From an optimization exercise on the open Yosys and OpenROAD flow, aimed at small area; shortcuts taken in it are not production practice.
In this exercise RTL edits were held to simulation tests only and were not proved equivalent to the original.
Power is estimated from default activity; no workload was simulated.

// TopModule
module TopModule(
	input clk,
	input rst,
	output hbEnA, 
	output hbEnB, 
	output hbIn1, 
	output hbIn2, 
	output hbIn3,
	output hbIn4,
	input RFS, 
	input RRS,
	input RMS,
	input LFS, 
	input LRS,
	input LMS,
	output sevenSeg0, 
	output sevenSeg1, 
	output sevenSeg2, 
	output sevenSeg3,
	input pushBtn1,
	input pushBtn2,
	input pushBtn3,
	input pushBtn4,
	input bandPass1k,
	input bandPass1_5k,
	input bandPass2k,
	input bandPass2_5k,
	input bandPass3k,
	input colDetF,
	input colDetR, 
	output led1,
	output led2,
	output led3,
	output txData
	);
	wire colDetect;
	wire [3:0] dirControl;
	wire fullSpeedPwm;
	wire veerSpeedPwm;
	wire ninetySpeedPwm;
	wire initDone;
	wire [2:0] toneDir;
	wire [1:0] driveState;
	wire direction;
	wire enableToneDetection;
	wire [1:0] junctionState;
	wire [1:0] dirState;
	wire [1:0] leadSense;
	assign sevenSeg0 = 1;
	assign sevenSeg1 = 1;
	assign sevenSeg2 = 1;
	assign sevenSeg3 = 1;
	DirectionControl myDirectionControl(
		.clk (clk),
		.rst (rst),
		.RFS (RFS),
		.RRS (RRS),
		.RMS (RMS),
		.LFS (LFS),
		.LRS (LRS),
		.LMS (LMS),
		.direction (direction),
		.DIR (dirControl),
		.state (dirState),
		.leadSens (leadSense)
	);
	CollisionDetection myCollisionDetection(
		.clk (clk),
		.rst (rst),
		.direction (direction),
		.colDetFrontRaw (colDetF),
		.colDetRearRaw (colDetR),
		.led1 (led1),
		.led2 (led2),
		.led3 (led3),
		.colDetect (colDetect)
	);
	ToneDetection myToneDetection (
		.clk (clk),
		.rst (rst),
		.enableToneDetection (enableToneDetection),
		.pushBtn1 (pushBtn1),
  ...
For scale: about 2000 cells after synthesis, ~260 flip-flops, about 33 I/O pins.
Settings: LEC_CHECK=0, CAP_MARGIN=20, CORE_MARGIN=2, CORE_UTILIZATION=40, CTS_BUF_LIST=sky130_fd_sc_hd__clkbuf_8, CTS_CLUSTER_DIAMETER=60, CTS_CLUSTER_SIZE=20, SLEW_MARGIN=20; clock period 10.0 ns.
run.sh (not shown) runs the stock make flow with config.mk's settings and CLKGATE_MAP_FILE= SYNTH_SCRIPT=/design/flow/synth_recipe.tcl, a recipe that flattens the netlist after the stock synthesis.
Change:
- CTS_BUF_LIST: sky130_fd_sc_hd__clkbuf_8 -> sky130_fd_sc_hd__clkbuf_16
- CTS_CLUSTER_DIAMETER: 60 -> 80
- CTS_CLUSTER_SIZE: 20 -> 30
Outcome: The changed run produced a clean layout; synthesized area is unchanged; core utilization stays flat; cell area stays flat; wire length falls by 0.54%.

---

TopModule, a different RTL version from the one above (not shown whole).
Size: ~1200 cells after synthesis, roughly 33 I/O pins, ~10000 µm² of cells after synthesis.
==> flow/config.mk <==
export PLATFORM = sky130hd
export DESIGN_NAME = TopModule
export DESIGN_NICKNAME = TopModule
export VERILOG_FILES = /design/flow/design.v
export SDC_FILE = /design/flow/constraint.sdc
export NUM_CORES = 4
export LEC_CHECK = 0
export CAP_MARGIN = 20
export CORE_MARGIN = 2
export CORE_UTILIZATION = 55
export CTS_BUF_LIST = sky130_fd_sc_hd__clkbuf_16
export CTS_CLUSTER_DIAMETER = 80
export CTS_CLUSTER_SIZE = 30
export SLEW_MARGIN = 20
==> flow/constraint.sdc <==
create_clock -name core_clock -period 10.0 [get_ports {clk}]
set_input_delay 2.0000 -clock core_clock [delete_from_list [all_inputs] [get_ports {clk}]]
set_output_delay 2.0000 -clock core_clock [all_outputs]
set_load 0.01 [all_outputs]
standard.sh (not shown) runs the stock make flow with config.mk's settings and CLKGATE_MAP_FILE= SYNTH_SCRIPT=/design/flow/synth_recipe.tcl, a recipe that flattens the netlist after the stock synthesis.
==> flow/flow/run.sh <==
#!/bin/bash
# Layout flow: the standard flow, except that
# - after the standard synthesis the combinational logic is re-mapped for area
#   (flow/reopt.tcl); registers keep their cells and names;
# - ports are buffered with the smallest buffer (BUFFER_PORTS_ARGS);
# - clock tree synthesis runs without dummy loads and with smaller root and
#   branch buffers (CTS_ARGS).
set -euo pipefail
R=orfs/results/${FLOW_PLATFORM}/TopModule/base
bash standard.sh synth > standard_synth.log 2>&1
cp "$R/1_2_yosys.v" std_synth.v
yosys -c flow/reopt.tcl > reopt.log 2>&1
cp reopt.v "$R/1_2_yosys.v"
bash standard.sh \
  "BUFFER_PORTS_ARGS=-buffer_cell sky130_fd_sc_hd__buf_1" \
  "CTS_ARGS=-sink_clustering_enable -repair_clock_nets -dont_use_dummy_load -buf_list sky130_fd_sc_hd__clkbuf_16 -root_buf sky130_fd_sc_hd__clkbuf_8 -tree_buf sky130_fd_sc_hd__clkbuf_8 -sink_clustering_size 30 -sink_clustering_max_diameter 80" \
  finish > standard_layout.log 2>&1
Other scripts of this flow, unchanged in this note and not shown: flow/flow/reopt.tcl
Next try:
==> flow/flow/run.sh (replaced) <==
#!/bin/bash
# Layout flow: the standard flow, except that
# - after the standard synthesis the combinational logic is re-mapped for area
#   (flow/reopt.tcl); registers keep their cells and names;
# - ports are buffered with the smallest buffer (BUFFER_PORTS_ARGS);
# - clock tree synthesis runs without dummy loads (CTS_ARGS).
set -euo pipefail
R=orfs/results/${FLOW_PLATFORM}/TopModule/base
bash standard.sh synth > standard_synth.log 2>&1
cp "$R/1_2_yosys.v" std_synth.v
yosys -c flow/reopt.tcl > reopt.log 2>&1
cp reopt.v "$R/1_2_yosys.v"
bash standard.sh \
  "BUFFER_PORTS_ARGS=-buffer_cell sky130_fd_sc_hd__buf_1" \
  "CTS_ARGS=-sink_clustering_enable -repair_clock_nets -dont_use_dummy_load -buf_list sky130_fd_sc_hd__clkbuf_16 -sink_clustering_size 30 -sink_clustering_max_diameter 80" \
  finish > standard_layout.log 2>&1
CAP_MARGIN = 0   (was 20)
SLEW_MARGIN = 0   (was 20)
Effect: Design area barely changes. Global-route usage is about the same. Power went up by about 1.8%. Routed wire length stays flat. Worst setup slack got worse by 0.053 ns. Utilization came out higher by 0.16 points. Count of clock-buffer cells in the layout does not change. Sequential share of layout area falls by 0.12 points. Clock skew came out lower by 0.032 ns. Combinational power is about the same. Register-to-register slack is worse by 0.15 ns.
Next try:
CAP_MARGIN = 20   (was 0)
CORE_UTILIZATION = 68   (was 55)
SLEW_MARGIN = 20   (was 0)
Flip-flop and latch count does not change.
First-iteration DRC count went up by 72%.
Routed wire length went up by 3.8%.

[separate check: timing with driven ports]
How much do the figures lean on ideal ports? The routed layouts below were timed once more, with nothing changed but the port constraints. Step 1 sets driving cells, clkbuf_16 on the clock port and buf_2 on the other inputs (assumed; they add their load-dependent delay and slew). Step 2 also shifts input and output timing later by t, the mid clock arrival at the registers, as if the neighbouring blocks saw the same clock. Three values: ideal, step 1, step 2; two values: the first two.
run	shift t [ns]	slack for setup (ns)	worst setup path after step 2	latest minus earliest clock arrival (ns)	cell pins on the clock port's net
the first run of note 1	0.603	5.653 / 5.676 / 5.074	input to register	0.053 / 0.053	1
the second run of note 1	0.542	5.619 / 5.647 / 5.104	input to register	0.024 / 0.023	1
the first run of note 2	0.534	5.027 / 5.047 / 4.512	input to register	0.102 / 0.103	1
the second run of note 2	0.504	4.974 / 4.999 / 4.495	input to register	0.072 / 0.072	1
the third run of note 2	0.485	4.776 / 4.792 / 4.307	input to register	0.078 / 0.078	1
After both steps every run listed still meets setup and hold. The setup slack of the first run of note 1, which loses most, moves by +0.023 ns with the drivers and by -0.579 ns with both steps.
